Background: an optimization exercise with open tools, aiming at small area, a short achievable clock period and few clock cycles per item. Do not read the settings as production practice. The RTL was checked by simulation tests, not by an equivalence proof against the original design. Power and IR drop assume default switching activity.

==> design/flow/design.v <==
module SME(clk,reset,chardata,isstring,ispattern,valid,match,match_index);
input clk;
input reset;
input [7:0] chardata;
input isstring;
input ispattern;
output reg match;
output reg [4:0] match_index;
output reg valid;
reg [7:0]string_reg[33:0];
reg [7:0]pattern_reg[7:0];
reg string_reg_e,pattern_reg_e;
reg [3:0]fsm,fsm_next;
reg [5:0]st_conter,st_conter_next;
reg [2:0]pa_conter,pa_conter_next;
reg [5:0]st_conter_reg,st_conter_reg_next;
reg [2:0]pa_conter_reg,pa_conter_reg_next;
reg [5:0]st_reg,st_reg_next;
reg [2:0]pa_reg,pa_reg_next;
reg [5:0]dataA,dataA_next;
reg clear;
reg pa_any;
always@(posedge clk,posedge reset)
begin
	if(reset)
	begin
		fsm <= 4'd1;
		st_conter <= 6'd0;
		pa_conter <= 3'd0;
		st_reg <= 6'd0;
		pa_reg <= 3'd0;
		st_conter_reg <= 6'd0;
		pa_conter_reg <= 3'd0;
		dataA <= 6'd0;
		pa_any <= 1'b0;
	end
	else
	begin
		fsm <= fsm_next;
		st_reg <= st_reg_next;
		pa_reg <= pa_reg_next;
		st_conter_reg <= st_conter_reg_next;
		pa_conter_reg <= pa_conter_reg_next;
		dataA <= dataA_next;
		if(isstring)
		begin
			string_reg[st_conter] <= chardata;
			st_conter <= st_conter + 6'd1;
		end
		if(ispattern)
		begin
			pattern_reg[pa_conter] <= chardata;
			pa_conter <= pa_conter + 3'd1;
			pa_any <= 1'b1;
		end
		if(clear)
		begin
			st_conter <= 6'd0;
			pa_conter <= 3'd0;
			pa_any <= 1'b0;
		end
	end
end
always@(*)
begin
	case(fsm)
		4'd1:  
		begin
			fsm_next = fsm;
			st_reg_next = 6'd0;
			pa_reg_next = 3'd0;
			st_conter_reg_next = st_conter_reg;
			pa_conter_reg_next = pa_conter_reg;
			clear = 1'b0;
			dataA_next = dataA;
			valid = 1'b0;
			match = 1'b0;
			match_index = 5'd0;
			if(!(isstring | ispattern) && pa_any)
			begin
				fsm_next = 4'd2;
				if(st_conter != 6'd0)
					st_conter_reg_next = st_conter;
				pa_conter_reg_next = pa_conter;
				clear = 1'b1;
			end
		end
		4'd2:
		begin
			fsm_next = fsm;
			st_reg_next = st_reg + 6'd1;
			pa_reg_next = pa_reg;
			st_conter_reg_next = st_conter_reg;
			pa_conter_reg_next = pa_conter_reg;
			clear = 1'b0;
			dataA_next = dataA;
			valid = 1'b0;
			match = 1'b0;
			match_index = 5'd0;
			if(st_reg == st_conter_reg)
			begin
				fsm_next = 4'd10;  
			end
			else
			begin
				if(pattern_reg[pa_reg] == 8'h5E && st_reg == 6'd0)   
				begin
					fsm_next = 4'd3;
					pa_reg_next = pa_reg + 3'd1;
					st_reg_next = st_reg;
					dataA_next = st_reg;
				end
				else if(pattern_reg[pa_reg] == 8'h5E && string_reg[st_reg] == 8'h20)   
				begin
					fsm_next = 4'd3;
					st_reg_next = st_reg + 6'd1;
					pa_reg_next = pa_reg + 3'd1;
					dataA_next = st_reg + 6'd1;
				end
				else if(pattern_reg[pa_reg] == 8'h2E)   
				begin
					fsm_next = 4'd3;
					st_reg_next = st_reg;
					dataA_next = st_reg;
				end
				else if(pattern_reg[pa_reg] == string_reg[st_reg])
				begin
					fsm_next = 4'd3;
					st_reg_next = st_reg;
					dataA_next = st_reg;
				end
			end
		end
		4'd3:
		begin
			fsm_next = fsm;
			st_reg_next = st_reg + 6'd1;
			pa_reg_next = pa_reg + 3'd1;
			st_conter_reg_next = st_conter_reg;
			pa_conter_reg_next = pa_conter_reg;
			clear = 1'b0;
			dataA_next = dataA;
			valid = 1'b0;
			match = 1'b0;
			match_index = 5'd0;
			if(pattern_reg[pa_reg] == 8'h24 && st_reg == st_conter_reg)   
			begin
				fsm_next = 4'd11;  
			end
			else if(pattern_reg[pa_reg] == 8'h24 && string_reg[st_reg] == 8'h20)   
			begin
				fsm_next = 4'd11;  
			end
			else if(pattern_reg[pa_reg] == 8'h24 && string_reg[st_reg] == 8'h20)   
			begin
				fsm_next = 4'd11;  
			end
			else if(st_reg == st_conter_reg)
			begin
				fsm_next = 4'd10;  
			end
			else if(pattern_reg[pa_reg] == 8'h2E && pa_reg + 3'd1 == pa_conter_reg)   
			begin
				fsm_next = 4'd11;
			end
			else if(pattern_reg[pa_reg] == 8'h2E)   
			begin
				fsm_next = fsm;
			end
			else if(pattern_reg[pa_reg] != string_reg[st_reg])  
			begin
				fsm_next = 4'd2;
				st_reg_next = dataA + 6'd1;
				pa_reg_next = 3'd0;
			end
			else if(pa_reg + 3'd1 == pa_conter_reg)
			begin
				fsm_next = 4'd11;   
			end
		end
		4'd10:		 
		begin
			fsm_next = 4'd1;
			st_reg_next = 6'd0;
			pa_reg_next = 3'd0;
			st_conter_reg_next = st_conter_reg;
			pa_conter_reg_next = pa_conter_reg;
			clear = 1'b0;
			dataA_next = dataA;
			valid = 1'b1;
			match = 1'b0;
			match_index = 5'd0;
		end
		4'd11:		 
		begin
			fsm_next = 4'd1;
			st_reg_next = 6'd0;
			pa_reg_next = 3'd0;
			st_conter_reg_next = st_conter_reg;
			pa_conter_reg_next = pa_conter_reg;
			clear = 1'b0;
			dataA_next = dataA;
			valid = 1'b1;
			match = 1'b1;
			match_index = dataA[4:0];
		end
		default:
		begin
			fsm_next = 4'd0;
			st_reg_next = 6'd0;
			pa_reg_next = 3'd0;
			st_conter_reg_next = st_conter_reg;
			pa_conter_reg_next = pa_conter_reg;
			clear = 1'b0;
			dataA_next = dataA;
			valid = 1'b0;
			match = 1'b0;
			match_index = 5'd0;
		end
	endcase
end
endmodule
==> design/flow/run.sh <==
#!/bin/bash
# synth_recipe.tcl (not shown) runs the flow's synth.tcl, then flattens the netlist and writes it again
# the make line also repeats each setting of config.mk as NAME=value (left out here)
make -C /OpenROAD-flow-scripts/flow DESIGN_CONFIG=/design/flow/config.mk WORK_HOME=/design/flow/orfs CLKGATE_MAP_FILE= SYNTH_SCRIPT=/design/flow/synth_recipe.tcl finish
==> design/flow/config.mk <==
export PLATFORM = sky130hd
export DESIGN_NAME = SME
export DESIGN_NICKNAME = SME
export VERILOG_FILES = /design/flow/design.v
export SDC_FILE = /design/flow/constraint.sdc
export NUM_CORES = 4
export LEC_CHECK = 0
export CAP_MARGIN = 20
export CORE_MARGIN = 2
export CORE_UTILIZATION = 40
export SLEW_MARGIN = 20
==> design/flow/constraint.sdc <==
create_clock -name core_clock -period 5.0 [get_ports {clk}]
set_input_delay 1.0000 -clock core_clock [delete_from_list [all_inputs] [get_ports {clk}]]
set_output_delay 1.0000 -clock core_clock [all_outputs]
set_load 0.01 [all_outputs]
==> results of run 1 <==
==> cell usage in the layout (no fill, tap or decap), types with 9 or more instances in the layout <==
cell type,Yosys,layout
sky130_fd_sc_hd__inv_1,21,20
sky130_fd_sc_hd__and3_1,20,20
sky130_fd_sc_hd__mux2i_1,11,11
sky130_fd_sc_hd__buf_4,6,38
sky130_fd_sc_hd__edfxtp_1,336,336
sky130_fd_sc_hd__a31oi_1,10,10
sky130_fd_sc_hd__o21ai_1,9,9
sky130_fd_sc_hd__nand2b_1,11,11
sky130_fd_sc_hd__dfrtp_1,36,35
sky130_fd_sc_hd__xnor2_1,19,19
sky130_fd_sc_hd__nand4_1,42,42
sky130_fd_sc_hd__clkdlybuf4s50_1,0,11
sky130_fd_sc_hd__a21oi_1,19,19
sky130_fd_sc_hd__nor2_1,55,54
sky130_fd_sc_hd__ha_1,21,21
sky130_fd_sc_hd__nor4_1,17,17
sky130_fd_sc_hd__a22oi_1,23,23
sky130_fd_sc_hd__nor3_1,18,18
sky130_fd_sc_hd__clkinv_2,0,12
sky130_fd_sc_hd__clkbuf_16,0,41
sky130_fd_sc_hd__a22o_1,11,11
sky130_fd_sc_hd__a222oi_1,10,10
sky130_fd_sc_hd__nand2_1,51,51
sky130_fd_sc_hd__o21ai_0,17,17
sky130_fd_sc_hd__mux2_2,14,14
sky130_fd_sc_hd__nand3_1,163,163
sky130_fd_sc_hd__xor2_1,10,10
sky130_fd_sc_hd__and2_1,26,26
==> power groups by stage <==
| stage | registers (W) | logic, W | clock network (W) |
|---|---|---|---|
| after floorplan | 0.00376 | 0.00164 | 0 |
| after global placement | 0.00386 | 0.00226 | 0 |
| after detailed placement | 0.00387 | 0.00227 | 0 |
| after CTS | 0.00380 | 0.00228 | 0.00292 |
| after global routing | 0.00383 | 0.00249 | 0.00305 |
| final | 0.00380 | 0.00231 | 0.00289 |
==> worst reg2reg max path, stage by stage, from the launching register on <==
cell                       delay, ns
sky130_fd_sc_hd__dfrtp_1        0.68
sky130_fd_sc_hd__and2_1         0.46
sky130_fd_sc_hd__buf_12         0.26
sky130_fd_sc_hd__a22oi_1        0.47
sky130_fd_sc_hd__o32ai_1        0.26
sky130_fd_sc_hd__nor4_1         0.49
sky130_fd_sc_hd__buf_4          0.21
sky130_fd_sc_hd__and3_1         0.16
sky130_fd_sc_hd__a31o_2         0.17
sky130_fd_sc_hd__o211ai_1       0.14
sky130_fd_sc_hd__a21o_1         0.26
sky130_fd_sc_hd__o21a_1         0.22
sky130_fd_sc_hd__or3b_1         0.41
sky130_fd_sc_hd__o21ai_1        0.14
==> synth_stat cells, types with 6 or more instances <==
cell,count,share of area (%)
sky130_fd_sc_hd__buf_4,6,0.28
sky130_fd_sc_hd__o21ai_1,9,0.28
sky130_fd_sc_hd__a31oi_1,10,0.38
sky130_fd_sc_hd__dfrtp_1,36,5.5
sky130_fd_sc_hd__nand2_1,51,1.2
sky130_fd_sc_hd__xor2_1,10,0.54
sky130_fd_sc_hd__ha_1,21,1.6
sky130_fd_sc_hd__xnor2_1,19,1.0
sky130_fd_sc_hd__inv_1,21,0.48
sky130_fd_sc_hd__buf_1,12,0.28
sky130_fd_sc_hd__nand2b_1,11,0.42
sky130_fd_sc_hd__clkbuf_1,21,0.48
sky130_fd_sc_hd__and3_1,20,0.77
sky130_fd_sc_hd__nand3_1,163,5.0
sky130_fd_sc_hd__a22o_1,11,0.59
sky130_fd_sc_hd__buf_2,31,0.95
sky130_fd_sc_hd__mux2i_1,11,0.67
sky130_fd_sc_hd__and3b_1,8,0.43
sky130_fd_sc_hd__edfxtp_1,336,62
sky130_fd_sc_hd__a222oi_1,10,0.61
sky130_fd_sc_hd__nor4_1,17,0.65
sky130_fd_sc_hd__nand4_1,42,1.6
sky130_fd_sc_hd__and2_1,26,1.0
sky130_fd_sc_hd__a32o_1,6,0.37
sky130_fd_sc_hd__mux2_2,14,0.97
sky130_fd_sc_hd__nor3_1,18,0.55
sky130_fd_sc_hd__buf_6,9,0.62
sky130_fd_sc_hd__o21ai_0,17,0.52
sky130_fd_sc_hd__a22oi_1,23,1.1
sky130_fd_sc_hd__a21oi_1,19,0.58
sky130_fd_sc_hd__a221oi_1,7,0.38
sky130_fd_sc_hd__nor2_1,55,1.3
==> layer usage <==
metal / up-vias / wire, um / track usage, % / share of wire (%)
li1: 4690 / - / - / -
met1: 5432 / 19970 / 32.06 / 41
met2: 562 / 22010 / 34.96 / 46
met3: 94 / 4687 / 5.519 / 9.7
met4: 0 / 1566 / 8.214 / 3.2
met5: - / 0 / 0 / 0
==> stage by stage <==
| stage | area, um2 | hold WS [ns] | power [W] | util, % | setup slack (ns) |
|---|---|---|---|---|---|
| detailed placement | 17100 | 0.4920 | 0.006134 | 42.16 | 0.5205 |
| finish | 18380 | 0.5019 | 0.009002 | 45.33 | 0.5828 |
| CTS | 18370 | 0.5033 | 0.009001 | 45.29 | 0.4930 |
| floorplan | 16330 | 0.4674 | 0.005402 | - | 1.468 |
| global placement | 17100 | 0.4864 | 0.006114 | 42.16 | 0.6634 |
| global route | 18380 | 0.5389 | 0.009362 | 45.33 | 0.2780 |
==> worst max-delay path by stage <==
stage / startpoint / endpoint / cells after the start
after global placement: st_reg[3] / dataA[3] / 13
after detailed placement: st_reg[0] / pa_reg[0] / 13
final: st_reg[3] / pa_reg[0] / 13
after CTS: st_reg[0] / pa_reg[0] / 13
after floorplan: st_reg[1] / st_reg[2] / 15
after global routing: pa_reg[1] / st_reg[2] / 12
==> cell type report <==
| type | instances | share of cell area [%] |
|---|---|---|
| Sequential cell | 373 | 59.94 |
| Multi-Input combinational cell | 716 | 26.26 |
| Clock buffer | 49 | 5.799 |
| Tap cell | 532 | 3.621 |
| Timing Repair Buffer | 61 | 2.859 |
| Clock inverter | 23 | 1.096 |
| Inverter | 21 | 0.4288 |
==> logic make-up (layout without fill, tap and decap cells) <==
| kind of cell | after synthesis | count (layout) | synth area share, % |
|---|---|---|---|
| flip-flops | 373 | 373 | 67.48 |
| XOR/XNOR | 29 | 29 | 1.556 |
| AO/OA/AOI/OAI | 170 | 170 | 8.154 |
| buffers and inverters | 100 | 154 | 3.088 |
| multiplexers | 30 | 30 | 2.054 |
| adder cells (fa/ha/maj) | 21 | 21 | 1.609 |
| AND/OR/NAND/NOR | 466 | 466 | 16.06 |
==> results_tabular.tex, run 1 <==
\begin{tabular}{lr}
\hline
Metric & Value \\
\hline
\multicolumn{2}{l}{\textbf{Run status}} \\
Status & complete, no violations \\
\multicolumn{2}{l}{\textbf{Critical path}} \\
Arrival time reported for the critical path endpoint & roughly 4.9 ns \\
CP max-delay cell & sky130\_fd\_sc\_hd\_\_dfrtp\_1 \\
Critical path type & reg -> reg \\
Worst-path cell chain & and2\_1 > buf\_12 > a22oi\_1 > o32ai\_1 > nor4\_1 > buf\_4 > and3\_1 > a31o\_2 > o211ai\_1 > a21o\_1 > o21a\_1 > or3b\_1 > o21ai\_1 \\
Kind of end point of the critical path & register \\
Worst R2R End & pa\_reg[0] \\
Worst-case reg-to-reg path depth & 13 \\
Worst setup slack for register-to-register paths & a little under 0.6 ns \\
Startpoint of the most critical register-to-register path & st\_reg[3] \\
Delay of the slowest cell on the worst path & between 0.6 and 0.7 ns \\
Cell class contributing the biggest share of worst-path delay & compound AO/OA/AOI/OAI gates \\
Buffers and inverters on the worst path & 2 \\
Kind of start point of the critical path & register \\
Maximum fanout encountered on the critical timing path & 39 \\
Endpoint required time on the critical path & 5.46 ns \\
\multicolumn{2}{l}{\textbf{CTS}} \\
Clk sink count & between 300 and 400 \\
Post-CTS clock slew at the launch and capture registers of the worst setup and hold paths & 0.06 ns \\
Hold-fix buffers, CTS & 0 \\
Total CTS buffers & 39 \\
Quantity of gates resized following cts & 0 \\
Clock tree from TritonCTS & built \\
Maximum number of buffers from clock root to sink & 3 \\
Post-CTS Setup Repair Bufs & 0 \\
Root Buffer & sky130\_fd\_sc\_hd\_\_clkbuf\_16 \\
Number of levels the H-tree was split into & 2 \\
Clock Latency Late Sink & 0.55 ns \\
\multicolumn{2}{l}{\textbf{Synth}} \\
Post-synth net total & 1222 \\
Sequential share of the synthesized area & 67.48\% \\
Commonest register cell after synthesis & sky130\_fd\_sc\_hd\_\_edfxtp\_1 \\
Syn Inst Count & 1189 \\
Count of state elements after synthesis & around 370 \\
Count of flip-flops with a built-in enable after synthesis & about 340 \\
Synthesized area & 16330 um2 \\
Average instance area after synthesis & 13.73 um2 \\
Number of unique standard cell types used by synthesis & 93 \\
Warnings, synthesis & 3 \\
Async set-or-reset flop fraction in the synthesized netlist & roughly a tenth \\
\multicolumn{2}{l}{\textbf{GRT}} \\
Total routing resource utilization after global routing & 22.95\% \\
Largest net degree at the start of global routing & 54 \\
Vias in the first global route & 10334 \\
Number of antenna violations at the first check in global routing & 0 \\
First-pass GRT wire length & 70510 um \\
Remaining global-route overflow & 0 \\
\multicolumn{2}{l}{\textbf{Timing}} \\
Actual transition at the worst max-transition pin & 1.075 ns \\
Number of pins exceeding their max-slew limit in the final report & 0 \\
Final hold viol count & 0 \\
Unrepaired setup endpoints after global routing & false \\
Post-Route Skew & 0.02437 ns \\
Final period util & around nine tenths \\
Minimum clock period & $\sim$4.4 ns \\
Final Setup Violations & 0 \\
Setup TNS Final & 0 ns \\
Normalized max-slew margin & $\sim$28\% \\
Highest achievable clock rate & 0.2264 GHz \\
\multicolumn{2}{l}{\textbf{Floorplanning}} \\
Effective utilization at floorplan & approximately two fifths \\
Total die area & $\sim$42000 um2 \\
Number of placed I/O pins & 19 \\
Chip height & roughly 210 um \\
Area of the core & 40550 um2 \\
Row cnt & 74 \\
X dimension of the die & 206.0 um \\
\multicolumn{2}{l}{\textbf{Power}} \\
Internal cell power & 0.006084 W \\
Total power divided by cell area & 489.7 nW/um2 \\
Sequential group share of total power & 42.3\% \\
Switching power as a share of total power & 32.42\% \\
Total net switching power & around 0.0029 W \\
Leakage component of the power & 6.114 nW \\
Comb pwr share & between 20\% and 30\% \\
Clock power frac & 32.1\% \\
Peak supply drop & $\sim$250 uV \\
\multicolumn{2}{l}{\textbf{Layout}} \\
Area occupied by multi-input gates & 4827 um2 \\
Fillers & 3644 \\
Number of standard cells in the layout, taps in and fillers out & $\sim$1800 \\
Area growth from synthesis to layout & 12.59\% \\
Max reg flops & 272 \\
Final antenna diode count & 0 \\
Total area of sequential cells & 11020 um2 \\
Share of cells above drive strength 1 & a little over an eighth \\
Layout net count & 1245 \\
\multicolumn{2}{l}{\textbf{Placement}} \\
Half-perimeter wire length after placement & 30430 um \\
Number of I/O port buffers & 18 \\
Post-placement cell count & 1702 \\
Final weighted congestion in routability-driven placement & approximately 0.87 \\
\multicolumn{2}{l}{\textbf{Min path}} \\
Beginning of the worst hold path & dataA[5] \\
Min-Delay Path Depth & 2 \\
Terminating pin of the worst hold path & dataA[5] \\
Hold crit path type & reg -> reg \\
\multicolumn{2}{l}{\textbf{Detailed routing}} \\
Drt drc & 0 \\
Number of detailed-route iterations in the first pass & 6 \\
Number of DRC markers in iteration 0 & 1320 \\
Vias per cell & 6.072 \\
Average detailed-routed wire length per instance & 27.17 um \\
Routed Wire Length & 48230 um \\
Count of antenna-violating nets left after detailed routing & 0 \\
Via count & 10778 \\
\multicolumn{2}{l}{\textbf{Run}} \\
MaxCap Viol Count & 0 \\
\hline
\end{tabular}
Testbench counts, summed over its fixed seeds: cycles 80,284, items 2,412.
==> inputs of run 2 (changes only) <==
==> design/flow/design.v (replaced) <==
module SME(clk,reset,chardata,isstring,ispattern,valid,match,match_index);
input clk;
input reset;
input [7:0] chardata;
input isstring;
input ispattern;
output reg match;
output reg [4:0] match_index;
output reg valid;
reg [6:0] s [0:31];    
reg [5:0] len;         
reg       ps;          
reg       pp;          
reg       pc;          
reg [31:0] d;          
reg [2:0] blm1;        
wire [6:0] c = chardata[6:0];
wire is_dot    = (chardata == 8'h2E);
wire is_caret  = (chardata == 8'h5E);
wire is_dollar = (chardata == 8'h24);
integer k;
reg [31:0] eq, sp, startok, endok, prev, dnext;
reg [5:0] waddr;
always @(*) begin
	for (k = 0; k < 32; k = k + 1) begin
		eq[k] = (s[k] == c);
		sp[k] = (s[k] == 7'h20);
	end
	startok[0] = 1'b1;
	for (k = 1; k < 32; k = k + 1) startok[k] = sp[k-1];
	for (k = 0; k < 31; k = k + 1) endok[k] = sp[k+1] | (len == k + 1);
	endok[31] = 1'b1;
	if (!pp)      prev = 32'hFFFFFFFF;
	else if (pc)  prev = startok;
	else          prev = {d[30:0], 1'b0};
	if (is_dollar) dnext = d & endok;
	else           dnext = prev & (eq | {32{is_dot}});
end
reg [4:0] pe;
reg       any;
always @(*) begin
	pe = 5'd0;
	any = 1'b0;
	for (k = 31; k >= 0; k = k - 1)
		if (d[k]) begin
			pe = k;
			any = 1'b1;
		end
end
always @(posedge clk) begin
	if (isstring)
		for (k = 0; k < 32; k = k + 1)
			if ((ps ? len[4:0] : 5'd0) == k)
				s[k] <= c;
	if (ispattern && !(!pp && is_caret)) begin
		d <= dnext;
		if (!is_dollar)
			blm1 <= (!pp || pc) ? 3'd0 : blm1 + 3'd1;
	end
	match <= any && ({1'b0, pe} < len);
	match_index <= pe - {2'b00, blm1};
end
always @(posedge clk or posedge reset) begin
	if (reset) begin
		len <= 6'd0;
		ps <= 1'b0;
		pp <= 1'b0;
		pc <= 1'b0;
		valid <= 1'b0;
	end else begin
		ps <= isstring;
		pp <= ispattern;
		if (isstring)
			len <= (ps ? len : 6'd0) + 6'd1;
		if (ispattern)
			pc <= !pp && is_caret;
		valid <= pp && !ispattern;
	end
end
endmodule
==> run 2 against run 1 <==
Effect of this change:
- setup slack improved by 1.5 ns
- hold slack improved by 0.11 ns
- register-to-register slack improved by 1.5 ns
- sequential share of layout area fell by 5.6 points
- flip-flop and latch count fell by 98
- highest routed layer unchanged
- clock skew fell by 0.014 ns
- critical path type unchanged
- power fell by 44%
- synthesized cell count fell by 8.7%
- clock power fell by 29%
- critical endpoint is now match
==> results_tabular.tex, run 2 <==
\begin{tabular}{lr}
\hline
Metric & Value \\
\hline
\multicolumn{2}{l}{\textbf{Timing}} \\
Number of pins exceeding their max-slew limit in the final report & 0 (unchanged) \\
Setup TNS Final & 0 ns (unchanged) \\
Normalized max-slew margin & 33.75\% (was 28.33\%) \\
Post-Route Skew & 0.01009 ns (was 0.02437 ns) \\
Unrepaired setup endpoints after global routing & false (unchanged) \\
Post-route worst hold slack & 0.6093 ns (was 0.5019 ns) \\
Final period util & 58.96\% (was 88.34\%) \\
Final Setup Violations & 0 (unchanged) \\
Minimum clock period & 2.948 ns (was 4.417 ns) \\
Final hold viol count & 0 (unchanged) \\
Actual transition at the worst max-transition pin & 0.9937 ns (was 1.075 ns) \\
Highest achievable clock rate & 0.3392 GHz (was 0.2264 GHz) \\
\multicolumn{2}{l}{\textbf{Layout}} \\
Share of cells above drive strength 1 & 6.071\% (was 13.27\%) \\
Number of standard cells in the layout, taps in and fillers out & 1568 (was 1775) \\
Area growth from synthesis to layout & 11.26\% (was 12.59\%) \\
Final core occ & 44.96\% (was 45.33\%) \\
Layout net count & 1123 (was 1245) \\
Most common cell after layout, fill and taps aside & sky130\_fd\_sc\_hd\_\_edfxtp\_1 (unchanged) \\
Max reg flops & 224 (was 272) \\
Final antenna diode count & 0 (unchanged) \\
Highest-count cells in the layout ignoring fill and taps & sky130\_fd\_sc\_hd\_\_edfxtp\_1 (259), sky130\_fd\_sc\_hd\_\_xor2\_1 (127), sky130\_fd\_sc\_hd\_\_xnor2\_1 (101) (was sky130\_fd\_sc\_hd\_\_edfxtp\_1 (336), sky130\_fd\_sc\_hd\_\_nand3\_1 (163), sky130\_fd\_sc\_hd\_\_nor2\_1 (54)) \\
\multicolumn{2}{l}{\textbf{Synth}} \\
Area share of the largest cell type after synthesis & 57.68\% (was 61.80\%) \\
Sequential share of the synthesized area & 60.42\% (was 67.48\%) \\
Async set-or-reset flop fraction in the synthesized netlist & 3.636\% (was 9.920\%) \\
Number of unique standard cell types used by synthesis & 54 (was 93) \\
Top cells by area in the synthesized netlist & sky130\_fd\_sc\_hd\_\_edfxtp\_1 (58\%), sky130\_fd\_sc\_hd\_\_xor2\_1 (8.2\%), sky130\_fd\_sc\_hd\_\_xnor2\_1 (6.6\%), sky130\_fd\_sc\_hd\_\_o21ai\_0 (2.6\%), sky130\_fd\_sc\_hd\_\_nand2\_1 (2.1\%) (was sky130\_fd\_sc\_hd\_\_edfxtp\_1 (62\%), sky130\_fd\_sc\_hd\_\_dfrtp\_1 (5.5\%), sky130\_fd\_sc\_hd\_\_nand3\_1 (5.0\%), sky130\_fd\_sc\_hd\_\_ha\_1 (1.6\%), sky130\_fd\_sc\_hd\_\_nand4\_1 (1.6\%)) \\
Commonest cells post-synth & sky130\_fd\_sc\_hd\_\_edfxtp\_1 (259), sky130\_fd\_sc\_hd\_\_xor2\_1 (127), sky130\_fd\_sc\_hd\_\_xnor2\_1 (101), sky130\_fd\_sc\_hd\_\_nand2\_1 (77), sky130\_fd\_sc\_hd\_\_o21ai\_0 (69) (was sky130\_fd\_sc\_hd\_\_edfxtp\_1 (336), sky130\_fd\_sc\_hd\_\_nand3\_1 (163), sky130\_fd\_sc\_hd\_\_nor2\_1 (55), sky130\_fd\_sc\_hd\_\_nand2\_1 (51), sky130\_fd\_sc\_hd\_\_nand4\_1 (42)) \\
Area leader, netlist & sky130\_fd\_sc\_hd\_\_edfxtp\_1 (unchanged) \\
Count of state elements after synthesis & 275 (was 373) \\
Commonest register cell after synthesis & sky130\_fd\_sc\_hd\_\_edfxtp\_1 (unchanged) \\
Synthesized area & 13480 um2 (was 16330 um2) \\
Warnings, synthesis & 2 (was 3) \\
Post-synth net total & 1112 (was 1222) \\
Average instance area after synthesis & 12.43 um2 (was 13.73 um2) \\
Count of flip-flops with a built-in enable after synthesis & 259 (was 336) \\
Syn Inst Count & 1085 (was 1189) \\
Top-count cell post-synth & sky130\_fd\_sc\_hd\_\_edfxtp\_1 (unchanged) \\
\multicolumn{2}{l}{\textbf{Floorplanning}} \\
Row cnt & 67 (was 74) \\
Chip height & 187.6 um (was 206.0 um) \\
Number of placed I/O pins & 19 (unchanged) \\
Area of the core & 33360 um2 (was 40550 um2) \\
X dimension of the die & 187.6 um (was 206.0 um) \\
Effective utilization at floorplan & 40.41\% (was 40.26\%) \\
Total die area & 35200 um2 (was 42450 um2) \\
\multicolumn{2}{l}{\textbf{Detailed routing}} \\
Via count & 8650 (was 10778) \\
Number of DRC markers in iteration 0 & 840 (was 1320) \\
Routed Wire Length & 31650 um (was 48230 um) \\
Vias per cell & 5.517 (was 6.072) \\
Number of detailed-route iterations in the first pass & 5 (was 6) \\
Count of antenna-violating nets left after detailed routing & 0 (unchanged) \\
Drt drc & 0 (unchanged) \\
Average detailed-routed wire length per instance & 20.18 um (was 27.17 um) \\
\multicolumn{2}{l}{\textbf{CTS}} \\
Hold-fix buffers, CTS & 0 (unchanged) \\
Number of levels the H-tree was split into & 1 (was 2) \\
Total CTS buffers & 30 (was 39) \\
Root Buffer & sky130\_fd\_sc\_hd\_\_clkbuf\_16 (unchanged) \\
Clk sink count & 275 (was 373) \\
Maximum number of buffers from clock root to sink & 3 (unchanged) \\
Clock Latency Late Sink & 0.55 ns (about the same) \\
Clock tree from TritonCTS & built (unchanged) \\
Post-CTS Setup Repair Bufs & 0 (unchanged) \\
Quantity of gates resized following cts & 0 (unchanged) \\
Post-CTS clock slew at the launch and capture registers of the worst setup and hold paths & 0.06 ns (about the same) \\
\multicolumn{2}{l}{\textbf{Power}} \\
Peak supply drop & 240.0 uV (was 246.3 uV) \\
Leakage component of the power & 4.822 nW (was 6.114 nW) \\
Total power divided by cell area & 337.1 nW/um2 (was 489.7 nW/um2) \\
\multicolumn{2}{l}{\textbf{Critical path}} \\
Kind of end point of the critical path & register (unchanged) \\
Worst-path cell chain & or4\_1 > nor2\_1 > nand2\_1 > a21oi\_1 > ha\_1 > a21o\_1 > a21oi\_1 > o22ai\_1 > nor3\_1 > a21o\_1 (was and2\_1 > buf\_12 > a22oi\_1 > o32ai\_1 > nor4\_1 > buf\_4 > and3\_1 > a31o\_2 > o211ai\_1 > a21o\_1 > o21a\_1 > or3b\_1 > o21ai\_1) \\
Kind of start point of the critical path & register (unchanged) \\
Delay of the slowest cell on the worst path & 0.63 ns (was 0.68 ns) \\
Endpoint required time on the critical path & 5.49 ns (was 5.46 ns) \\
Startpoint of the most critical register-to-register path & d[16] (was st\_reg[3]) \\
Critical path type & reg -> reg (unchanged) \\
CP max-delay cell & sky130\_fd\_sc\_hd\_\_or4\_1 (was sky130\_fd\_sc\_hd\_\_dfrtp\_1) \\
Arrival time reported for the critical path endpoint & 3.44 ns (was 4.87 ns) \\
Buffers and inverters on the worst path & 0 (was 2) \\
Launch point of the worst path & d[16] (was st\_reg[3]) \\
Cell class contributing the biggest share of worst-path delay & simple AND/OR/NAND/NOR gates (was compound AO/OA/AOI/OAI gates) \\
Maximum fanout encountered on the critical timing path & 6 (was 39) \\
\multicolumn{2}{l}{\textbf{Placement}} \\
Post-placement cell count & 1512 (was 1702) \\
Final weighted congestion in routability-driven placement & 0.8607 (was 0.8683) \\
Number of I/O port buffers & 18 (unchanged) \\
Half-perimeter wire length after placement & 19940 um (was 30430 um) \\
\multicolumn{2}{l}{\textbf{Min path}} \\
Hold crit path type & reg -> reg (unchanged) \\
Beginning of the worst hold path & len[5] (was dataA[5]) \\
\multicolumn{2}{l}{\textbf{GRT}} \\
Remaining global-route overflow & 0 (unchanged) \\
Vias in the first global route & 8677 (was 10334) \\
Number of antenna violations at the first check in global routing & 0 (unchanged) \\
Total routing resource utilization after global routing & 17.96\% (was 22.95\%) \\
First-pass GRT wire length & 49700 um (was 70510 um) \\
Largest net degree at the start of global routing & 65 (was 54) \\
\multicolumn{2}{l}{\textbf{Run}} \\
MaxCap Viol Count & 0 (unchanged) \\
\multicolumn{2}{l}{\textbf{Run status}} \\
Status & complete, no violations (unchanged) \\
\hline
\end{tabular}
-- run 2: cell types whose count changed after synthesis, moves of 18 or more --
cell,previous run,this run
sky130_fd_sc_hd__nor3_1,18,36
sky130_fd_sc_hd__a22oi_1,23,1
sky130_fd_sc_hd__xnor2_1,19,101
sky130_fd_sc_hd__a31o_1,2,23
sky130_fd_sc_hd__nor4_1,17,37
sky130_fd_sc_hd__xor2_1,10,127
sky130_fd_sc_hd__nand2_1,51,77
sky130_fd_sc_hd__dfrtp_1,36,10
sky130_fd_sc_hd__a221oi_1,7,26
sky130_fd_sc_hd__edfxtp_1,336,259
sky130_fd_sc_hd__and2_1,26,3
sky130_fd_sc_hd__nor4b_1,3,29
sky130_fd_sc_hd__o21ai_0,17,69
sky130_fd_sc_hd__nand3_1,163,20
-- run 2: worst paths after layout --
kind	end	slack (ns)	cells after the start
max	match	2.05	10
max reg2reg	match	2.05	10
max in group asynchronous	pc	3.91	2
min in group asynchronous	valid	0.75	2
min reg2reg	len[5]	0.61	1
min	len[5]	0.61	1
-- run 2: per-layer routing --
metal  global-route usage (%)  vias to the layer above  part of all wire [%]
met1                    25.63                     4284                    47
met5                        0                        -                     0
li1                         -                     4076                     -
met4                    5.027                        0                   2.0
met2                    28.66                      244                    46
met3                    2.602                       46                   5.3
-- run 2: worst reg2reg max path: stages (launching register included) --
cell and delay (ns):
sky130_fd_sc_hd__edfxtp_1 0.49, sky130_fd_sc_hd__or4_1 0.63, sky130_fd_sc_hd__nor2_1 0.19, sky130_fd_sc_hd__nand2_1 0.11
sky130_fd_sc_hd__a21oi_1 0.40, sky130_fd_sc_hd__ha_1 0.33, sky130_fd_sc_hd__a21o_1 0.18, sky130_fd_sc_hd__a21oi_1 0.13
sky130_fd_sc_hd__o22ai_1 0.11, sky130_fd_sc_hd__nor3_1 0.15, sky130_fd_sc_hd__a21o_1 0.16
-- run 2: layout make-up --
type                    count  area, um2
multi-input cells         731       5019
inverters                  25      93.84
clock inverters            15      91.34
fillers                  3067      18360
clock buffers              41      813.3
well taps                 448      560.5
repair buffers             33      275.3
flip-flops and latches    275       8149
-- run 2: per-stage QoR --
step           total power (W)  cell area [um2]  setup WS, ns
6_report              0.005057            15000         2.052
5_1_grt               0.005234            15000         1.899
4_1_cts               0.005089            15000         2.088
3_5_place_dp          0.003049            14100         1.624
3_3_place_gp          0.003045            14100         1.631
2_1_floorplan         0.002892            13480         2.007
-- run 2: kinds of logic (layout without fill, tap and decap cells) --
family / Yosys count / in the layout / synth area share, %
AO/OA/AOI/OAI: 171 / 171 / 8.407
multiplexers: 1 / 1 / 0.07424
buffers and inverters: 79 / 114 / 2.357
adder cells (fa/ha/maj): 15 / 15 / 1.448
AND/OR/NAND/NOR: 316 / 316 / 12.48
flip-flops: 275 / 275 / 60.43
XOR/XNOR: 228 / 228 / 14.81
-- run 2: power by group --
group	internal (W)	switching, W
Sequential	0.00257	0.0000469
Combinational	0.000136	0.000253
Clock	0.00118	0.000876
Testbench counts of run 2, summed over its fixed seeds: cycles 21,057, items 2,412.
==> inputs of run 3 (changes only) <==
==> design/flow/design.v (replaced) <==
module SME(clk,reset,chardata,isstring,ispattern,valid,match,match_index);
input clk;
input reset;
input [7:0] chardata;
input isstring;
input ispattern;
output reg match;
output reg [4:0] match_index;
output reg valid;
reg [6:0] s [0:31];    
reg [5:0] len;         
reg       ps;          
reg       pp;          
reg       pc;          
reg [31:0] d;          
reg [2:0] blm1;        
wire [6:0] c = chardata[6:0];
wire is_dot    = (chardata == 8'h2E);
wire is_caret  = (chardata == 8'h5E);
wire is_dollar = (chardata == 8'h24);
integer k;
reg [31:0] eq, sp, lenis, mask, startok, endok, prev, dnext;
always @(*) begin
	for (k = 0; k < 32; k = k + 1) begin
		eq[k] = (s[k] == c);
		sp[k] = (s[k] == 7'h20);
		lenis[k] = (len[4:0] == k);
		mask[k] = (len > k);
	end
	startok[0] = 1'b1;
	for (k = 1; k < 32; k = k + 1) startok[k] = sp[k-1];
	for (k = 0; k < 31; k = k + 1) endok[k] = sp[k+1] | lenis[k+1];
	endok[31] = 1'b1;
	if (!pp)      prev = mask;
	else if (pc)  prev = startok & mask;
	else          prev = {d[30:0], 1'b0} & mask;
	dnext = (prev & (eq | {32{is_dot}})) | ({32{is_dollar}} & d & endok);
end
reg [4:0] pe;
always @(*) begin
	pe = 5'd0;
	for (k = 31; k >= 0; k = k - 1)
		if (d[k]) pe = k;
end
always @(posedge clk) begin
	if (isstring)
		for (k = 0; k < 32; k = k + 1)
			if ((ps ? lenis[k] : (k == 0)))
				s[k] <= c;
	d <= dnext;
	if (!is_dollar)
		blm1 <= (!pp || pc) ? 3'd0 : blm1 + 3'd1;
	match <= |d;
	match_index <= pe - {2'b00, blm1};
end
always @(posedge clk or posedge reset) begin
	if (reset) begin
		len <= 6'd0;
		ps <= 1'b0;
		pp <= 1'b0;
		pc <= 1'b0;
		valid <= 1'b0;
	end else begin
		ps <= isstring;
		pp <= ispattern;
		if (isstring)
			len <= (ps ? len : 6'd0) + 6'd1;
		pc <= ispattern && !pp && is_caret;
		valid <= pp && !ispattern;
	end
end
endmodule
==> run 3 against run 2 <==
Effect of this change:
- flip-flop and latch count is the same
- highest routed layer unchanged
- final cell count increased by 0.96%
- clock power increased by 12%
- power rose by 4.2%
- fmax down 6.6%
- still clean on timing, DRC and antenna
- sequential power fell by 2%
- non-clock buffer count increased by 7
- combinational power grew 8.2%
- routed wire length increased by 8.2%
- clock skew grew 0.011 ns
- clock-buffer cell count is 1 higher
- global-route usage is 1.6 points higher
==> results_tabular.tex, run 3 <==
\begin{tabular}{lr}
\hline
Metric & Value \\
\hline
\multicolumn{2}{l}{\textbf{Critical path}} \\
Worst-case reg-to-reg path depth & 3 (was 10) \\
Maximum fanout encountered on the critical timing path & 15 (was 6) \\
Endpoint required time on the critical path & 5.19 ns (was 5.49 ns) \\
Critical path type & in -> reg (was reg -> reg) \\
Worst R2R End & s[22][2] (was match) \\
Critical path endpoint & s[22][2] (was match) \\
Startpoint of the most critical register-to-register path & len[4] (was d[16]) \\
Kind of end point of the critical path & register (unchanged) \\
Launch point of the worst path & isstring (was d[16]) \\
Kind of start point of the critical path & primary input (was register) \\
Worst setup slack for register-to-register paths & 2.05 ns (about the same) \\
Arrival time reported for the critical path endpoint & 3.34 ns (was 3.44 ns) \\
\multicolumn{2}{l}{\textbf{Placement}} \\
Final weighted congestion in routability-driven placement & 0.9198 (was 0.8607) \\
Post-placement cell count & 1527 (was 1512) \\
Half-perimeter wire length after placement & 22990 um (was 19940 um) \\
Number of I/O port buffers & 18 (unchanged) \\
Pre-CTS setup slack & 1.273 ns (was 1.624 ns) \\
\multicolumn{2}{l}{\textbf{Run status}} \\
Status & complete, no violations (unchanged) \\
\multicolumn{2}{l}{\textbf{Layout}} \\
Layout net count & 1129 (was 1123) \\
Final core occ & 45.17\% (was 44.96\%) \\
Max reg flops & 224 (unchanged) \\
Share of cells above drive strength 1 & 7.841\% (was 6.071\%) \\
Final antenna diode count & 0 (unchanged) \\
Number of standard cells in the layout, taps in and fillers out & 1583 (was 1568) \\
Area growth from synthesis to layout & 12.07\% (was 11.26\%) \\
Highest-count cells in the layout ignoring fill and taps & sky130\_fd\_sc\_hd\_\_edfxtp\_1 (227), sky130\_fd\_sc\_hd\_\_xor2\_1 (119), sky130\_fd\_sc\_hd\_\_xnor2\_1 (108) (was sky130\_fd\_sc\_hd\_\_edfxtp\_1 (259), sky130\_fd\_sc\_hd\_\_xor2\_1 (127), sky130\_fd\_sc\_hd\_\_xnor2\_1 (101)) \\
Most common cell after layout, fill and taps aside & sky130\_fd\_sc\_hd\_\_edfxtp\_1 (unchanged) \\
\multicolumn{2}{l}{\textbf{GRT}} \\
Number of antenna violations at the first check in global routing & 0 (unchanged) \\
Vias in the first global route & 8961 (was 8677) \\
First-pass GRT wire length & 53370 um (was 49700 um) \\
Total routing resource utilization after global routing & 19.56\% (was 17.96\%) \\
Met2 routing resource usage after global routing & 30.81\% (was 28.66\%) \\
GRT busiest layer & met2 (unchanged) \\
Met3 routing resource usage after global routing & 2.627\% (was 2.602\%) \\
Largest net degree at the start of global routing & 43 (was 65) \\
Global routing met1 resource utilization & 28.32\% (was 25.63\%) \\
Remaining global-route overflow & 0 (unchanged) \\
\multicolumn{2}{l}{\textbf{Timing}} \\
Post-Route Skew & 0.02059 ns (was 0.01009 ns) \\
Final period util & 63.13\% (was 58.96\%) \\
Number of pins exceeding their max-slew limit in the final report & 0 (unchanged) \\
Setup TNS Final & 0 ns (unchanged) \\
Highest achievable clock rate & 0.3168 GHz (was 0.3392 GHz) \\
Minimum clock period & 3.156 ns (was 2.948 ns) \\
Unrepaired setup endpoints after global routing & false (unchanged) \\
Final worst-path setup slack & 1.844 ns (was 2.052 ns) \\
Final Setup Violations & 0 (unchanged) \\
Actual transition at the worst max-transition pin & 0.9319 ns (was 0.9937 ns) \\
Final hold viol count & 0 (unchanged) \\
Normalized max-slew margin & 37.39\% (was 33.75\%) \\
\multicolumn{2}{l}{\textbf{Power}} \\
Clock power frac & 43.4\% (was 40.6\%) \\
Leakage component of the power & 4.697 nW (was 4.822 nW) \\
Switching power as a share of total power & 23.01\% (was 23.25\%) \\
Total net switching power & 0.001212 W (was 0.001176 W) \\
Peak supply drop & 253.3 uV (was 240.0 uV) \\
Internal cell power & 0.004055 W (was 0.003881 W) \\
Sequential group share of total power & 48.6\% (was 51.7\%) \\
Total power divided by cell area & 350.4 nW/um2 (was 337.1 nW/um2) \\
Comb pwr share & 8.0\% (was 7.7\%) \\
\multicolumn{2}{l}{\textbf{Floorplanning}} \\
Area of the core & 33280 um2 (was 33360 um2) \\
Number of placed I/O pins & 19 (unchanged) \\
Effective utilization at floorplan & 40.30\% (was 40.41\%) \\
Total die area & 35010 um2 (was 35200 um2) \\
Chip height & 187.1 um (was 187.6 um) \\
Row cnt & 67 (unchanged) \\
X dimension of the die & 187.1 um (was 187.6 um) \\
\multicolumn{2}{l}{\textbf{CTS}} \\
Root Buffer & sky130\_fd\_sc\_hd\_\_clkbuf\_16 (unchanged) \\
Post-CTS Setup Repair Bufs & 0 (unchanged) \\
Post-CTS clock slew at the launch and capture registers of the worst setup and hold paths & 0.07 ns (was 0.06 ns) \\
Clk sink count & 275 (unchanged) \\
Maximum number of buffers from clock root to sink & 3 (unchanged) \\
Clock tree from TritonCTS & built (unchanged) \\
Hold-fix buffers, CTS & 0 (unchanged) \\
Quantity of gates resized following cts & 0 (unchanged) \\
Number of levels the H-tree was split into & 1 (unchanged) \\
Clock Latency Late Sink & 0.56 ns (was 0.55 ns) \\
Total CTS buffers & 30 (unchanged) \\
\multicolumn{2}{l}{\textbf{Run}} \\
MaxCap Viol Count & 0 (unchanged) \\
\multicolumn{2}{l}{\textbf{Detailed routing}} \\
Number of DRC markers in iteration 0 & 848 (was 840) \\
Via count & 8992 (was 8650) \\
Drt drc & 0 (unchanged) \\
Number of detailed-route iterations in the first pass & 5 (unchanged) \\
Vias per cell & 5.680 (was 5.517) \\
Average detailed-routed wire length per instance & 21.63 um (was 20.18 um) \\
Routed Wire Length & 34250 um (was 31650 um) \\
Count of antenna-violating nets left after detailed routing & 0 (unchanged) \\
\multicolumn{2}{l}{\textbf{Synth}} \\
Top-count cell post-synth & sky130\_fd\_sc\_hd\_\_edfxtp\_1 (unchanged) \\
Count of state elements after synthesis & 275 (unchanged) \\
Area share of the largest cell type after synthesis & 50.82\% (was 57.68\%) \\
Number of unique standard cell types used by synthesis & 66 (was 54) \\
Async set-or-reset flop fraction in the synthesized netlist & 3.636\% (unchanged) \\
Syn Inst Count & 1101 (was 1085) \\
Commonest register cell after synthesis & sky130\_fd\_sc\_hd\_\_edfxtp\_1 (unchanged) \\
Area leader, netlist & sky130\_fd\_sc\_hd\_\_edfxtp\_1 (unchanged) \\
Top cells by area in the synthesized netlist & sky130\_fd\_sc\_hd\_\_edfxtp\_1 (51\%), sky130\_fd\_sc\_hd\_\_xor2\_1 (7.8\%), sky130\_fd\_sc\_hd\_\_xnor2\_1 (7.1\%), sky130\_fd\_sc\_hd\_\_dfxtp\_1 (5.7\%), sky130\_fd\_sc\_hd\_\_nor4\_1 (2.3\%) (was sky130\_fd\_sc\_hd\_\_edfxtp\_1 (58\%), sky130\_fd\_sc\_hd\_\_xor2\_1 (8.2\%), sky130\_fd\_sc\_hd\_\_xnor2\_1 (6.6\%), sky130\_fd\_sc\_hd\_\_o21ai\_0 (2.6\%), sky130\_fd\_sc\_hd\_\_nand2\_1 (2.1\%)) \\
Post-synth net total & 1119 (was 1112) \\
Synthesized area & 13410 um2 (was 13480 um2) \\
Commonest cells post-synth & sky130\_fd\_sc\_hd\_\_edfxtp\_1 (227), sky130\_fd\_sc\_hd\_\_xor2\_1 (119), sky130\_fd\_sc\_hd\_\_xnor2\_1 (108), sky130\_fd\_sc\_hd\_\_nor2\_1 (66), sky130\_fd\_sc\_hd\_\_nor4\_1 (49) (was sky130\_fd\_sc\_hd\_\_edfxtp\_1 (259), sky130\_fd\_sc\_hd\_\_xor2\_1 (127), sky130\_fd\_sc\_hd\_\_xnor2\_1 (101), sky130\_fd\_sc\_hd\_\_nand2\_1 (77), sky130\_fd\_sc\_hd\_\_o21ai\_0 (69)) \\
Sequential share of the synthesized area & 58.36\% (was 60.42\%) \\
Count of flip-flops with a built-in enable after synthesis & 227 (was 259) \\
Warnings, synthesis & 2 (unchanged) \\
Average instance area after synthesis & 12.18 um2 (was 12.43 um2) \\
\multicolumn{2}{l}{\textbf{Min path}} \\
Hold crit path type & reg -> reg (unchanged) \\
Beginning of the worst hold path & d[0] (was len[5]) \\
\hline
\end{tabular}
run 3: critical path, stage by stage:
cell and delay (ns):
sky130_fd_sc_hd__clkdlybuf4s50_1 0.79, sky130_fd_sc_hd__nand3_1 0.46, sky130_fd_sc_hd__or3_1 0.59, sky130_fd_sc_hd__nor2_1 0.49
run 3: cell families after synthesis:
family                   share of synthesized area, %
flip-flops                                      58.36
XOR/XNOR                                        14.82
AO/OA/AOI/OAI                                   9.729
multiplexers                                   0.5410
buffers and inverters                           2.966
adder cells (fa/ha/maj)                        0.6157
AND/OR/NAND/NOR                                 12.97
run 3: area by class of cell:
class                      instances  area, um2
clock buffer                      42      867.1
clock inverter                    14      171.4
fill                            3036      18250
inverter                          21      78.83
multi-input combinational        743       5199
sequential                       275       7828
tap                              448      560.5
timing repair buffer              40      327.8
run 3: worst min path at each step:
| stage | endpoint | slack [ns] | cells past startpoint |
|---|---|---|---|
| 6_report | d[0] | 0.50 | 2 |
| 5_1_grt | d[25] | 0.55 | 1 |
| 4_1_cts | d[0] | 0.50 | 2 |
| 3_5_place_dp | d[0] | 0.50 | 2 |
| 3_3_place_gp | d[0] | 0.48 | 2 |
| 2_1_floorplan | d[23] | 0.46 | 2 |
run 3: through the flow:
stage                     total power (W)  hold WS (ns)  cell area [um2]
after floorplan                  0.002849        0.4627            13410
after global placement           0.003024        0.4837            13990
after detailed placement         0.003025        0.4954            13990
after CTS                        0.005304        0.5027            15030
after global routing             0.005440        0.5463            15030
final                            0.005267        0.4959            15030
run 3: routing by layer:
layer	wire length, um	vias up
li1	-	4163
met5	0	-
met3	2145	51
met1	15660	4463
met4	737	0
met2	15700	315
run 3: power by group through the flow:
stage	clock network (W)	logic, W	registers, W
2_1_floorplan	0	0.000267	0.00258
3_3_place_gp	0	0.000420	0.00260
3_5_place_dp	0	0.000420	0.00260
4_1_cts	0.00233	0.000422	0.00256
5_1_grt	0.00243	0.000453	0.00256
6_report	0.00229	0.000421	0.00256
Testbench counts of run 3, summed over its fixed seeds: cycles 21,057, items 2,412.
==> inputs of run 4 (changes only) <==
--- a/design/flow/config.mk
+++ b/design/flow/config.mk
@@ -9,3 +9,4 @@
 export CORE_MARGIN = 2
 export CORE_UTILIZATION = 40
+export SETUP_SLACK_MARGIN = 3.0
 export SLEW_MARGIN = 20
==> run 4 against run 3 <==
Effect of this change:
- still clean on timing, DRC and antenna
- fmax up 32%
- final cell count up 3.4%
- sequential power about the same
- cell area up 11%
- hold slack better by 0.0047 ns
- synthesized area unchanged
- combinational power up 37%
- power up 0.29%
- non-clock buffer count up 57
- flip-flop and latch count unchanged
==> results_tabular.tex, run 4 <==
\begin{tabular}{lr}
\hline
Metric & Value \\
\hline
\multicolumn{2}{l}{\textbf{GRT}} \\
Remaining global-route overflow & 0 (unchanged) \\
Total routing resource utilization after global routing & 20.85\% (was 19.56\%) \\
Largest net degree at the start of global routing & 43 (unchanged) \\
Vias in the first global route & 9152 (was 8961) \\
Number of antenna violations at the first check in global routing & 0 (unchanged) \\
First-pass GRT wire length & 56160 um (was 53370 um) \\
\multicolumn{2}{l}{\textbf{Critical path}} \\
CP max-delay cell & sky130\_fd\_sc\_hd\_\_a2111oi\_2 (was sky130\_fd\_sc\_hd\_\_clkdlybuf4s50\_1) \\
Startpoint of the most critical register-to-register path & d[13] (was len[4]) \\
Most common cell on crit path & sky130\_fd\_sc\_hd\_\_nor2\_1 \\
Delay of the slowest cell on the worst path & 0.38 ns (was 0.79 ns) \\
Cell class contributing the biggest share of worst-path delay & compound AO/OA/AOI/OAI gates (was simple AND/OR/NAND/NOR gates) \\
Worst-case reg-to-reg path depth & 11 (was 3) \\
Maximum fanout encountered on the critical timing path & 2 (was 15) \\
Critical path depth & 11 (was 4) \\
Critical path endpoint & match\_index[4] (was s[22][2]) \\
Launch point of the worst path & d[13] (was isstring) \\
Worst R2R End & match\_index[4] (was s[22][2]) \\
Arrival time reported for the critical path endpoint & 2.82 ns (was 3.34 ns) \\
Buffers and inverters on the worst path & 1 (unchanged) \\
Endpoint required time on the critical path & 5.44 ns (was 5.19 ns) \\
Worst setup slack for register-to-register paths & 2.61 ns (was 2.05 ns) \\
Critical path type & reg -> reg (was in -> reg) \\
Kind of start point of the critical path & register (was primary input) \\
Kind of end point of the critical path & register (unchanged) \\
Worst-path cell chain & nor3\_2 > o21ai\_2 > a2111oi\_2 > a221o\_1 > ha\_2 > inv\_2 > fa\_2 > a21oi\_2 > a21oi\_1 > nor2\_1 > nor2\_1 (was clkdlybuf4s50\_1 > nand3\_1 > or3\_1 > nor2\_1) \\
\multicolumn{2}{l}{\textbf{Synth}} \\
Top cells by area in the synthesized netlist & sky130\_fd\_sc\_hd\_\_edfxtp\_1 (51\%), sky130\_fd\_sc\_hd\_\_xor2\_1 (7.8\%), sky130\_fd\_sc\_hd\_\_xnor2\_1 (7.1\%), sky130\_fd\_sc\_hd\_\_dfxtp\_1 (5.7\%), sky130\_fd\_sc\_hd\_\_nor4\_1 (2.3\%) (unchanged) \\
Area share of the largest cell type after synthesis & 50.82\% (unchanged) \\
Average instance area after synthesis & 12.18 um2 (unchanged) \\
Xor-xnor portion of the synthesized cell area & 14.82\% (unchanged) \\
Syn Inst Count & 1101 (unchanged) \\
Top-count cell post-synth & sky130\_fd\_sc\_hd\_\_edfxtp\_1 (unchanged) \\
Async set-or-reset flop fraction in the synthesized netlist & 3.636\% (unchanged) \\
Count of flip-flops with a built-in enable after synthesis & 227 (unchanged) \\
Synthesized area & 13410 um2 (unchanged) \\
Post-synth net total & 1119 (unchanged) \\
Number of unique standard cell types used by synthesis & 66 (unchanged) \\
Share of synthesized cell area in full adder, half adder and majority cells & 0.6157\% (unchanged) \\
Commonest cells post-synth & sky130\_fd\_sc\_hd\_\_edfxtp\_1 (227), sky130\_fd\_sc\_hd\_\_xor2\_1 (119), sky130\_fd\_sc\_hd\_\_xnor2\_1 (108), sky130\_fd\_sc\_hd\_\_nor2\_1 (66), sky130\_fd\_sc\_hd\_\_nor4\_1 (49) (unchanged) \\
Combinational family with the most area after synthesis & XOR/XNOR gates (unchanged) \\
Sequential share of the synthesized area & 58.36\% (unchanged) \\
Multiplexer share of the synthesized area & 0.5410\% (unchanged) \\
Commonest register cell after synthesis & sky130\_fd\_sc\_hd\_\_edfxtp\_1 (unchanged) \\
Area leader, netlist & sky130\_fd\_sc\_hd\_\_edfxtp\_1 (unchanged) \\
Basic-gate share of the synthesized area counting and, or, nand and nor cells & 12.97\% (unchanged) \\
Compound-Gate Fraction of Synth Area & 9.729\% (unchanged) \\
Count of state elements after synthesis & 275 (unchanged) \\
Warnings, synthesis & 2 (unchanged) \\
\multicolumn{2}{l}{\textbf{Power}} \\
Total power divided by cell area & 315.5 nW/um2 (was 350.4 nW/um2) \\
Peak supply drop & 285.4 uV (was 253.3 uV) \\
Leakage component of the power & 5.335 nW (was 4.697 nW) \\
\multicolumn{2}{l}{\textbf{Detailed routing}} \\
Via count & 9566 (was 8992) \\
Number of DRC markers in iteration 0 & 970 (was 848) \\
Routed Wire Length & 39830 um (was 34250 um) \\
Count of antenna-violating nets left after detailed routing & 0 (unchanged) \\
Number of detailed-route iterations in the first pass & 8 (was 5) \\
Vias per cell & 5.844 (was 5.680) \\
Average detailed-routed wire length per instance & 24.33 um (was 21.63 um) \\
Drt drc & 0 (unchanged) \\
\multicolumn{2}{l}{\textbf{Timing}} \\
Actual transition at the worst max-transition pin & 0.7754 ns (was 0.9319 ns) \\
Final Setup Violations & 0 (unchanged) \\
Final worst-path setup slack & 2.613 ns (was 1.844 ns) \\
Final hold viol count & 0 (unchanged) \\
Normalized max-slew margin & 48.31\% (was 37.39\%) \\
Post-Route Skew & 0.01380 ns (was 0.02059 ns) \\
Number of pins exceeding their max-slew limit in the final report & 0 (unchanged) \\
Final period util & 47.74\% (was 63.13\%) \\
Minimum clock period & 2.387 ns (was 3.156 ns) \\
Highest achievable clock rate & 0.4189 GHz (was 0.3168 GHz) \\
Unrepaired setup endpoints after global routing & true (was false) \\
Setup TNS Final & 0 ns (unchanged) \\
\multicolumn{2}{l}{\textbf{Run}} \\
MaxCap Viol Count & 0 (unchanged) \\
\multicolumn{2}{l}{\textbf{CTS}} \\
Number of levels the H-tree was split into & 1 (unchanged) \\
Hold-fix buffers, CTS & 0 (unchanged) \\
Total CTS buffers & 29 (was 30) \\
Clock Latency Late Sink & 0.55 ns (was 0.56 ns) \\
Post-CTS clock slew at the launch and capture registers of the worst setup and hold paths & 0.06 ns (was 0.07 ns) \\
Clk sink count & 275 (unchanged) \\
Maximum number of buffers from clock root to sink & 3 (unchanged) \\
Clock tree from TritonCTS & built (unchanged) \\
Root Buffer & sky130\_fd\_sc\_hd\_\_clkbuf\_16 (unchanged) \\
\multicolumn{2}{l}{\textbf{Floorplanning}} \\
Total die area & 35010 um2 (unchanged) \\
Number of placed I/O pins & 19 (unchanged) \\
Effective utilization at floorplan & 40.30\% (unchanged) \\
Area of the core & 33280 um2 (unchanged) \\
Row cnt & 67 (unchanged) \\
X dimension of the die & 187.1 um (unchanged) \\
Chip height & 187.1 um (unchanged) \\
\multicolumn{2}{l}{\textbf{Layout}} \\
Share of cells above drive strength 1 & 23.47\% (was 7.841\%) \\
Final antenna diode count & 0 (unchanged) \\
Highest-count cells in the layout ignoring fill and taps & sky130\_fd\_sc\_hd\_\_edfxtp\_1 (227), sky130\_fd\_sc\_hd\_\_xor2\_1 (119), sky130\_fd\_sc\_hd\_\_xnor2\_1 (102) (was sky130\_fd\_sc\_hd\_\_edfxtp\_1 (227), sky130\_fd\_sc\_hd\_\_xor2\_1 (119), sky130\_fd\_sc\_hd\_\_xnor2\_1 (108)) \\
Area growth from synthesis to layout & 24.80\% (was 12.07\%) \\
Layout net count & 1185 (was 1129) \\
Most common cell after layout, fill and taps aside & sky130\_fd\_sc\_hd\_\_edfxtp\_1 (unchanged) \\
Fillers & 2856 (was 3036) \\
Max reg flops & 224 (unchanged) \\
\multicolumn{2}{l}{\textbf{Placement}} \\
Half-perimeter wire length after placement & 22880 um (was 22990 um) \\
Final weighted congestion in routability-driven placement & 0.8894 (was 0.9198) \\
Number of I/O port buffers & 18 (unchanged) \\
Pre-CTS setup slack & 1.462 ns (was 1.273 ns) \\
\multicolumn{2}{l}{\textbf{Run status}} \\
Status & complete, no violations (unchanged) \\
\multicolumn{2}{l}{\textbf{Min path}} \\
Beginning of the worst hold path & d[22] (was d[0]) \\
Hold crit path type & reg -> reg (unchanged) \\
\hline
\end{tabular}
run 4: cell counts after synthesis:
Identical to the previous run, type by type.
run 4: what timing repair did:
| action | CTS | global route |
|---|---|---|
| resized for setup | 160 | 68 |
| buffers inserted | 26 | 24 |
| gates cloned | 4 | 6 |
| pin swaps | 18 | 33 |
| setup endpoints to repair | 271 | 142 |
run 4: per-stage QoR:
step / hold slack [ns] / instance area (um2) / std cells / util, % / total power (W)
6_report: 0.5006 / 16740 / 1637 / 50.30 / 0.005282
5_1_grt: 0.5240 / 16740 / 1637 / 50.30 / 0.005429
4_1_cts: 0.5099 / 16050 / 1607 / 48.23 / 0.005253
3_5_place_dp: 0.5016 / 14220 / 1524 / 42.74 / 0.003040
3_3_place_gp: 0.4948 / 14220 / 1524 / 42.74 / 0.003040
2_1_floorplan: 0.4627 / 13890 / 1101 / - / 0.002889
run 4: where the power goes:
group	internal [W]	switching [W]	total [W]
Sequential	0.00251	0.0000367	0.00255
Clock	0.00129	0.000862	0.00216
Combinational	0.000204	0.000374	0.000578
run 4: kinds of logic (layout without fill, tap and decap cells):
group / Yosys count / after routing
adder cells (fa/ha/maj): 6 / 6
multiplexers: 7 / 7
flip-flops: 275 / 275
AO/OA/AOI/OAI: 197 / 197
buffers and inverters: 83 / 171
XOR/XNOR: 227 / 227
AND/OR/NAND/NOR: 306 / 306
run 4: how the worst min path moves through the flow:
stage               endpoint  slack, ns  depth (start not counted)
detailed placement     d[22]       0.50                          2
finish                 d[22]       0.50                          2
floorplan              d[23]       0.46                          2
global route           d[22]       0.52                          2
CTS                     d[0]       0.51                          2
global placement        d[0]       0.49                          2
run 4: tightest hold or removal path, stage by stage (launching register included):
cell and delay [ns]:
sky130_fd_sc_hd__dfxtp_2 0.34, sky130_fd_sc_hd__nand3_1 0.06, sky130_fd_sc_hd__o21ai_1 0.06
run 4: area by class of cell:
cell class,instances,area (um2),share of cell area (%)
Clock inverter,9,121.4,0.7250
Timing Repair Buffer,97,1343,8.020
Sequential cell,275,7864,46.98
Multi-Input combinational cell,743,5934,35.45
Clock buffer,44,832.0,4.970
Inverter,21,85.08,0.5083
Tap cell,448,560.5,3.349
run 4: layer usage:
| layer | track usage [%] | vias to the layer above | share of wire (%) |
|---|---|---|---|
| met3 | 2.777 | 99 | 7.3 |
| met5 | 0 | - | 0 |
| li1 | - | 4293 | - |
| met1 | 29.42 | 4746 | 42 |
| met4 | 6.502 | 0 | 3.9 |
| met2 | 33.53 | 428 | 46 |
==> inputs of run 5 (changes only) <==
--- a/design/flow/design.v
+++ b/design/flow/design.v
@@ -37,9 +37,33 @@
 	dnext = (prev & (eq | {32{is_dot}})) | ({32{is_dollar}} & d & endok);
 end
-reg [4:0] pe;
+function [2:0] pe8;
+	input [7:0] x;
+	begin
+		if (x[0])      pe8 = 3'd0;
+		else if (x[1]) pe8 = 3'd1;
+		else if (x[2]) pe8 = 3'd2;
+		else if (x[3]) pe8 = 3'd3;
+		else if (x[4]) pe8 = 3'd4;
+		else if (x[5]) pe8 = 3'd5;
+		else if (x[6]) pe8 = 3'd6;
+		else           pe8 = 3'd7;
+	end
+endfunction
+reg [3:0] anyg, selg;
+reg [4:0] idxg [0:3];
+reg [4:0] idx;
+reg [3:0] dif;
 always @(*) begin
-	pe = 5'd0;
-	for (k = 31; k >= 0; k = k - 1)
-		if (d[k]) pe = k;
+	for (k = 0; k < 4; k = k + 1) begin
+		anyg[k] = |d[8*k +: 8];
+		dif = {1'b0, pe8(d[8*k +: 8])} - {1'b0, blm1};
+		idxg[k] = {k[1:0] - {1'b0, dif[3]}, dif[2:0]};
+	end
+	selg[0] = anyg[0];
+	selg[1] = !anyg[0] && anyg[1];
+	selg[2] = !anyg[0] && !anyg[1] && anyg[2];
+	selg[3] = !anyg[0] && !anyg[1] && !anyg[2];
+	idx = ({5{selg[0]}} & idxg[0]) | ({5{selg[1]}} & idxg[1]) |
+	      ({5{selg[2]}} & idxg[2]) | ({5{selg[3]}} & idxg[3]);
 end
 always @(posedge clk) begin
@@ -51,6 +75,6 @@
 	if (!is_dollar)
 		blm1 <= (!pp || pc) ? 3'd0 : blm1 + 3'd1;
-	match <= |d;
-	match_index <= pe - {2'b00, blm1};
+	match <= |anyg;
+	match_index <= idx;
 end
 always @(posedge clk or posedge reset) begin
--- a/design/flow/config.mk
+++ b/design/flow/config.mk
@@ -9,4 +9,4 @@
 export CORE_MARGIN = 2
 export CORE_UTILIZATION = 40
-export SETUP_SLACK_MARGIN = 3.0
+export SETUP_SLACK_MARGIN = 2.9
 export SLEW_MARGIN = 20
==> run 5 against run 4 <==
Effect of this change:
- still clean
- routed wire length fell by 7.2%
- sequential share of layout area up 0.22 points
- clock power is 16% higher
- clock-buffer cell count is 2 lower
- critical path type is now in -> reg
- critical endpoint is now d[12]
- largest power group unchanged
- highest routed layer unchanged
==> results_tabular.tex, run 5 <==
\begin{tabular}{lr}
\hline
Metric & Value \\
\hline
\multicolumn{2}{l}{\textbf{Run status}} \\
Status & complete, no violations (unchanged) \\
\multicolumn{2}{l}{\textbf{Critical path}} \\
Kind of start point of the critical path & primary input (was register) \\
Kind of end point of the critical path & register (unchanged) \\
Endpoint required time on the critical path & 5.41 ns (was 5.44 ns) \\
Arrival time reported for the critical path endpoint & 2.55 ns (was 2.82 ns) \\
Critical path type & in -> reg (was reg -> reg) \\
\multicolumn{2}{l}{\textbf{Placement}} \\
Half-perimeter wire length after placement & 21880 um (was 22880 um) \\
Pre-CTS setup slack & 1.583 ns (was 1.462 ns) \\
Number of I/O port buffers & 18 (unchanged) \\
\multicolumn{2}{l}{\textbf{Synth}} \\
Sequential share of the synthesized area & 57.62\% (was 58.36\%) \\
Post-synth net total & 1121 (was 1119) \\
Synthesized area & 13590 um2 (was 13410 um2) \\
\multicolumn{2}{l}{\textbf{Timing}} \\
Setup TNS Final & 0 ns (unchanged) \\
Final period util & 42.82\% (was 47.74\%) \\
\multicolumn{2}{l}{\textbf{Floorplanning}} \\
Chip height & 188.3 um (was 187.1 um) \\
Area of the core & 33450 um2 (was 33280 um2) \\
Effective utilization at floorplan & 40.62\% (was 40.30\%) \\
\multicolumn{2}{l}{\textbf{Layout}} \\
Max reg flops & 224 (unchanged) \\
Share of cells above drive strength 1 & 19.68\% (was 23.47\%) \\
\multicolumn{2}{l}{\textbf{GRT}} \\
Number of antenna violations at the first check in global routing & 0 (unchanged) \\
\multicolumn{2}{l}{\textbf{CTS}} \\
Number of levels the H-tree was split into & 2 (was 1) \\
\multicolumn{2}{l}{\textbf{Detailed routing}} \\
Via count & 9269 (was 9566) \\
\hline
\end{tabular}
[run 5: cell types whose count changed after synthesis, sizes merged, moves of 14 or more]
cell    previous run  this run
o21ai             55        23
nand2             43        19
nor4              49        73
o211ai             5        25
nor2              66        84
nor3              33        15
nand4             17         3
[run 5: cells by family (layout without fill, tap and decap cells)]
logic type | after synthesis | after routing | share of synthesized area (%)
multiplexers | 1 | 1 | 0.08288
AO/OA/AOI/OAI | 201 | 201 | 10.46
buffers and inverters | 83 | 176 | 2.800
adder cells (fa/ha/maj) | 18 | 18 | 1.879
XOR/XNOR | 230 | 230 | 14.83
AND/OR/NAND/NOR | 283 | 283 | 12.33
flip-flops | 275 | 275 | 57.62
[run 5: report_power, final]
group / switching, W / internal, W / leakage (nW) / total, W
clock: 0.000960 / 0.00155 / 0.563 / 0.00251
sequential: 0.0000375 / 0.00251 / 2.49 / 0.00255
combinational: 0.000342 / 0.000192 / 2.36 / 0.000533
[run 5: what timing repair did]
item                       4_1_cts  5_1_grt
pin swaps                       11       23
setup endpoints to repair      271      180
cloned                           2        7
buffers inserted                17       31
hold endpoints to repair         0        0
gates resized for setup         71       62
[run 5: worst max-delay path, cell delays in order]
cell,delay (ns)
sky130_fd_sc_hd__buf_16,0.12
sky130_fd_sc_hd__or3b_4,0.40
sky130_fd_sc_hd__buf_6,0.14
sky130_fd_sc_hd__nor3_4,0.22
sky130_fd_sc_hd__buf_6,0.18
sky130_fd_sc_hd__buf_12,0.14
sky130_fd_sc_hd__a41oi_1,0.06
sky130_fd_sc_hd__o32ai_1,0.29
[run 5: final timing paths]
kind                              from              to  slack [ns]  cells past startpoint
max in group asynchronous        reset          len[4]        3.81                      2
max                        chardata[0]           d[12]        2.86                      8
min reg2reg                      d[31]           d[31]        0.51                      1
min in group asynchronous        reset              pc        0.83                      2
min                              d[31]           d[31]        0.51                      1
max reg2reg                      d[13]  match_index[2]        2.89                     10
[run 5: layer usage]
metal,share of wire (%),vias to the layer above
li1,-,4265
met5,0,-
met4,2.4,0
met2,46,298
met1,46,4630
met3,5.8,76
[run 5: cell type report]
| cell class | count | area (um2) |
|---|---|---|
| sequential | 275 | 7840 |
| tap | 448 | 560.5 |
| fill | 2916 | 16840 |
| timing repair buffer | 95 | 1176 |
| clock buffer | 42 | 944.7 |
| multi-input combinational | 733 | 5808 |
| clock inverter | 19 | 203.9 |
| inverter | 20 | 78.83 |
[run 5: through the flow]
stage / total power, W / instance area (um2)
after floorplan: 0.002885 / 13840
after CTS: 0.005572 / 15970
after global routing: 0.005760 / 16610
final: 0.005593 / 16610
after global placement: 0.003050 / 14410
after detailed placement: 0.003054 / 14410
Testbench counts of run 5, summed over its fixed seeds: cycles 21,057, items 2,412.

==> afterwards: timing with drivers on the ports <==
No port has a modelled driver above. Below, the same layouts with a new extraction and two added sets of constraints. Step 1, drivers: a clkbuf_16 drives clk and a buf_2 each remaining input, both assumed. Step 2 times the ports against the registers' clock, not the clock port: input delays grow and output delays shrink by t, the midpoint of the rising clock arrivals with the driver on. Slacks: ideal / step 1 / step 2; pairs: ideal / step 1.
| run | t (ns) | setup slack, ns | worst hold slack (ns) | worst setup path at the end | worst slew at a driven data input, ns |
|---|---|---|---|---|---|
| run 1 | 0.596 | 0.583 / 0.583 / 0.583 | 0.502 / 0.502 / 0.502 | register to register | 0.04 |
| run 2 | 0.604 | 2.052 / 2.052 / 1.545 | 0.609 / 0.609 / 0.609 | input to register | 0.07 |
| run 3 | 0.605 | 1.844 / 1.857 / 1.252 | 0.496 / 0.496 / 0.496 | input to register | 0.04 |
| run 4 | 0.595 | 2.613 / 2.613 / 2.304 | 0.501 / 0.501 / 0.501 | input to register | 0.20 |
| run 5 | 0.556 | 2.859 / 2.726 / 2.170 | 0.509 / 0.509 / 0.509 | input to register | 0.22 |
After both steps setup and hold are still met in every run listed. The setup slack of run 5, which loses most, moves by -0.133 ns with the drivers and by -0.689 ns with both steps.
